Context: an optimization exercise on an open-source flow, tuned for small area. The choices shown serve that exercise and are no tape-out recipe.
The RTL was checked by simulation tests, not by an equivalence proof against the original design.
Power figures rest on the tool's default switching activity, not on a simulated workload.

[flow/config.mk]
export PLATFORM = sky130hd
export DESIGN_NAME = floating_point_adder
export DESIGN_NICKNAME = floating_point_adder
export VERILOG_FILES = /design/flow/design.v
export SDC_FILE = /design/flow/constraint.sdc
export NUM_CORES = 4
export LEC_CHECK = 0
export CAP_MARGIN = 20
export CORE_MARGIN = 2
export CORE_UTILIZATION = 40
export SLEW_MARGIN = 20
[flow/constraint.sdc]
create_clock -name core_clock -period 6.0 [get_ports {clk}]
set_input_delay 1.2000 -clock core_clock [delete_from_list [all_inputs] [get_ports {clk}]]
set_output_delay 1.2000 -clock core_clock [all_outputs]
set_load 0.01 [all_outputs]
[flow/design.v]
module floating_point_adder (f_in1, f_in2, f_out, clk);
input [63:0] f_in1, f_in2;
output reg [63:0] f_out;
input clk;
wire swap = f_in2[62:0] > f_in1[62:0];
wire [63:0] opl = swap ? f_in2 : f_in1;
wire [63:0] ops = swap ? f_in1 : f_in2;
wire [10:0] d = opl[62:52] - ops[62:52];
wire [5:0] shamt = d[5:0] | {6{|d[10:6]}};
reg [51:0] s1_ml, s1_ms;
reg [10:0] s1_el;
reg [5:0] s1_sh;
reg s1_sl, s1_sub;
always @(posedge clk) begin
  s1_ml <= opl[51:0];
  s1_ms <= ops[51:0];
  s1_el <= opl[62:52];
  s1_sh <= shamt;
  s1_sl <= opl[63];
  s1_sub <= opl[63] ^ ops[63];
end
wire [52:0] a = {1'b1, s1_ml};
wire [52:0] b = {1'b1, s1_ms} >> s1_sh;
wire [52:0] bx = b ^ {53{s1_sub}};
wire [54:0] sum = {1'b0, a, s1_sub} + {1'b0, bx, s1_sub};
wire [53:0] r = {sum[54] ^ s1_sub, sum[53:1]};
reg [53:0] s2_r;
reg [10:0] s2_el;
reg s2_sl;
always @(posedge clk) begin
  s2_r <= r;
  s2_el <= s1_el;
  s2_sl <= s1_sl;
end
reg [51:0] mant;
reg [10:0] ex;
always @(*) begin
  if (s2_r[53]) begin
    mant = s2_r[52:1];
    ex = s2_el + 11'd1;
  end else if (s2_r[52]) begin
    mant = s2_r[51:0];
    ex = s2_el;
  end else begin
    mant = {s2_r[50:0], 1'b0};
    ex = s2_el - 11'd1;
  end
end
wire nz = |s2_r;
always @(posedge clk)
  f_out <= {s2_sl & nz, ex & {11{nz}}, mant};
endmodule
[flow/run.sh]
#!/bin/bash
# synth_recipe.tcl (not shown) runs the flow's synth.tcl, then flattens the netlist and writes it again
# the make line also repeats each setting of config.mk as NAME=value (left out here)
make -C /OpenROAD-flow-scripts/flow DESIGN_CONFIG=/design/flow/config.mk WORK_HOME=/design/flow/orfs CLKGATE_MAP_FILE= SYNTH_SCRIPT=/design/flow/synth_recipe.tcl finish
==> notes.md <==
## layout make-up
cell class / count / area share
tap: 532 / 0.03221
inverter: 93 / 0.01689
multi-input combinational: 1507 / 0.5221
clock buffer: 37 / 0.03699
antenna: 2 / 0.0002422
timing repair buffer: 307 / 0.1372
sequential: 253 / 0.2456
clock inverter: 14 / 0.008719
## routing by layer
layer,vias to the layer above,track usage,wire [um]
li1,7462,-,-
met1,6889,0.3315,24900
met2,337,0.3941,24600
met3,67,0.02209,2009
met4,2,0.07414,1606
met5,-,0,10
## worst paths after layout
kind                               start       end  slack (ps)
worst min-delay path            s1_el[2]  s2_el[2]         330
worst min register to register  s1_el[2]  s2_el[2]         330
worst max-delay path            s1_sh[3]  s2_r[51]         260
worst max register to register  s1_sh[3]  s2_r[51]         260
## kinds of logic after synthesis
logic type	Yosys count
AND/OR/NAND/NOR	552
AO/OA/AOI/OAI	502
flip-flops	253
multiplexers	213
buffers and inverters	194
XOR/XNOR	122
adder cells (fa/ha/maj)	118
## power groups by stage
stage / logic (uW) / registers (uW) / clock network [uW]
2_1_floorplan: 1750 / 2610 / 0
3_3_place_gp: 2960 / 2680 / 0
3_5_place_dp: 2970 / 2690 / 0
4_1_cts: 2990 / 2660 / 1790
5_1_grt: 3270 / 2720 / 1840
6_report: 2990 / 2650 / 1740
## sequential cells by signal, summed over array words and instances, names as in the netlist
register and flops:
s1_ms 52, s2_el 11, s1_el 11, s1_sub 1
s1_sh 6, s2_sl 1, f_out 64, s2_r 54
s1_ml 52, s1_sl 1
## through the flow
stage | utilization | TNS, ps | hold slack, ps | cell area (sq um) | worst slack (ps)
after global placement | 0.4826 | -208.3 | 310.9 | 19700 | -53.91
after global routing | 0.5061 | 0 | 331.1 | 20660 | 14.00
after CTS | 0.5057 | 0 | 324.5 | 20650 | 236.3
final | 0.5061 | 0 | 326.9 | 20660 | 261.2
after floorplan | - | 0 | 309.6 | 16580 | 381.0
after detailed placement | 0.4826 | -536.2 | 312.1 | 19700 | -110.4
## layout by cell type (no fill, tap or decap), types with 11 or more instances in the layout
cell / n
nor2b_1: 13
o21ai_0: 180
nand2_1: 262
ha_1: 118
nor4_1: 19
xnor2_1: 47
nand4_1: 22
clkbuf_16: 28
a21oi_1: 125
mux2_2: 73
clkdlybuf4s50_1: 192
buf_4: 111
nand3_1: 25
mux2i_1: 103
a31oi_1: 18
nand2b_1: 17
mux4_2: 30
o21bai_1: 16
nor3_1: 18
o22ai_1: 23
dfxtp_1: 246
inv_1: 90
o211ai_1: 11
a21o_1: 41
a211oi_1: 19
nor2_1: 133
xor2_1: 75
## timing repair
item | 4_1_cts | 5_1_grt
resized for setup | 0 | 2
hold endpoints to repair | 0 | 0
setup endpoints to repair | 0 | 3
==> impl_results.md <==
- Outcome: finished clean
- Synth top area cells: dfxtp_1 31%, ha_1 8.9%, mux2i_1 6.2%
- Fillers: between 3k and 4k
- Fraction of final layout cells sized beyond drive strength 1: 0.1330
- Synthesized cell area: 16580 sq um
- Post-CTS Setup Inserts: 0
- Core Area: 40830 sq um
- Setup-failing EPs final: 0
- Placed Cells: 2692
- Netlist cell types: 77
- Worst min path class: flip-flop to flip-flop
- Ys Warns: 1
- Worst EP required: 6450 ps
- GRT Util Overall: 0.2393
- Max Slew Vio Count: 0
- First-pass GRT wire length: 81040 um
- TritonCTS Buffers: 28
- Clock latency (worst-skew pair): 580 ps
- #FFs+latches synth: 253
- Synth top area share: 0.3055
- Starting Density: 0.4060
- Register Area: 5076 sq um
- Total vias in the final route: ~15k
- Clk slew on worst S/H paths: 70 ps
- Psw: 2642 uW
- Detailed Route Iter0 Violations: 1067
- Sw Share: 0.3579
- Crit path max-delay family: compound AO/OA/AOI/OAI gates
- Post-synth EDFFs: 0
- Sequential share of power: 0.360
- Static Leak: 0.009014 uW
- Arr. time, crit path: 6190 ps
- Clk root buf: clkbuf_16
- Clk buf depth: 3
- Vias/cell: 5.376
- DPL Wire Length: 43830 um
- Mapped Cells: 1954
- CP Max Fanout: 13
- Period Utilization, post-route: 0.9565
- Final non-filler cell total: between 2k and 3k
- Syn-to-layout area delta: 24.64%
- # rows: 74
- Final hold vios: 0
- Final WL: 53120 um
- Adder-cell share of the synthesized area: 0.08905
- RSZ-0062 raised after global routing: false
- Compound-Gate Fraction of Synth Area: 0.1859
- Vias in the first global route: 14.13k
- Clk sink count: about 250
- Power per cell area: ~360 nW/um^2
- Hold path depth: 0
- Ports: 193
- Worst Path Class, Setup: flip-flop to flip-flop
- VDD IR-drop max: 0.2068 mV
- Hold-fix buffers, CTS: 0
- Post-synthesis simple-gate area fraction: 0.1476
- Slew margin rel.: 0.3077
- Post-Syn Nets: around 2.2k
- Cell Int Power: about 4700 uW
- Crit path cell chain: clkinv_1 > buf_4 > nand2_1 > o21ai_0 > a21oi_1 > inv_1 > o22ai_1 > xor2_1 > ha_1 > a21oi_1 > o21bai_1 > a211oi_1 > nor3b_1 > a21boi_0 > buf_4 > a211oi_2 > nor4_2 > buf_4 > o22ai_2 > o41ai_4 > a221oi_4 > o21ai_2 > xor2_1
- Critical Path Most Common Cell: buf_4
- Initial antenna violation count: 3
- Largest net degree at the start of global routing: 112
- Mux cell area share after synthesis: 0.1623
- DRC: 0
- Crit start category: flip-flop
- Max-cap viol count: 0
- Async SR Flop Fraction: 0
- Fmax: 174.3 MHz
- Post-synth top cells: 262 x nand2_1, 253 x dfxtp_1, 180 x o21ai_0, 133 x nor2_1, 125 x a21oi_1
- Xor and xnor fraction of the mapped netlist area: 0.06445
- Max H-tree Level: 1
- Die X-Extent: 207.6 um
- Largest family of logic cells by synthesized area: compound AO/OA/AOI/OAI gates
- Height of the chip: about 210 um
- Initial DRT Pass Iterations: 5
- GRT overflow: 0
- Final ANT Viol Nets: 0
- RD Place Congestion: ~0.98
- CP bufs+invs: 5
- Cell with the most instances after synthesis: nand2_1
- Slew @ Worst Pin: around 1000 ps
- IO buf count: 192
- CTS tree: built
- Nets: 2437
- Register area share after synthesis: 0.3055
- Fin crit period: 5739 ps
- Routed WL per cell: 19.35 um
- Total power: 7383 uW
- Area leader, netlist: dfxtp_1
- Die area: around 43000 sq um
- Area of the multi-input gates: between 10000 and 15000 sq um
- Critical Path Max Stage Delay: about 600 ps
- Clk pwr share: 0.236
- Comb pwr share: 0.404
- Mean Syn Cell Area: between 8 and 9 sq um
- Ys flop type: dfxtp_1
- R2R cell count: 23
- Clock Skew: 42.06 ps
- Slowest CP cell: dfxtp_1
- Critical path depth in cells: 23
- Critical path endpoint category: flip-flop

==> re-timing with driven ports <==
In the flow no input, the clock included, has a driving cell. The finished layout below was timed again as built, in two steps. Step 1: set_driving_cell puts a clkbuf_16 on clk and a buf_2 on each other input, an assumption about the parent block. Step 2 times the ports against the registers' clock, not the clock port: input delays grow and output delays shrink by t, the midpoint of the rising clock arrivals with the driver on. a / b / c = ideal / step 1 / step 2; a / b = the first two.
shift t [ns]: 0.607
slack for setup (ns): 0.261 / 0.261 / -0.101
worst setup path after step 2: input to register
With both steps, setup timing fails in this run, where it was met with ideal ports. The setup slack of this run moves by 0.000 ns with the drivers and by -0.362 ns with both steps.
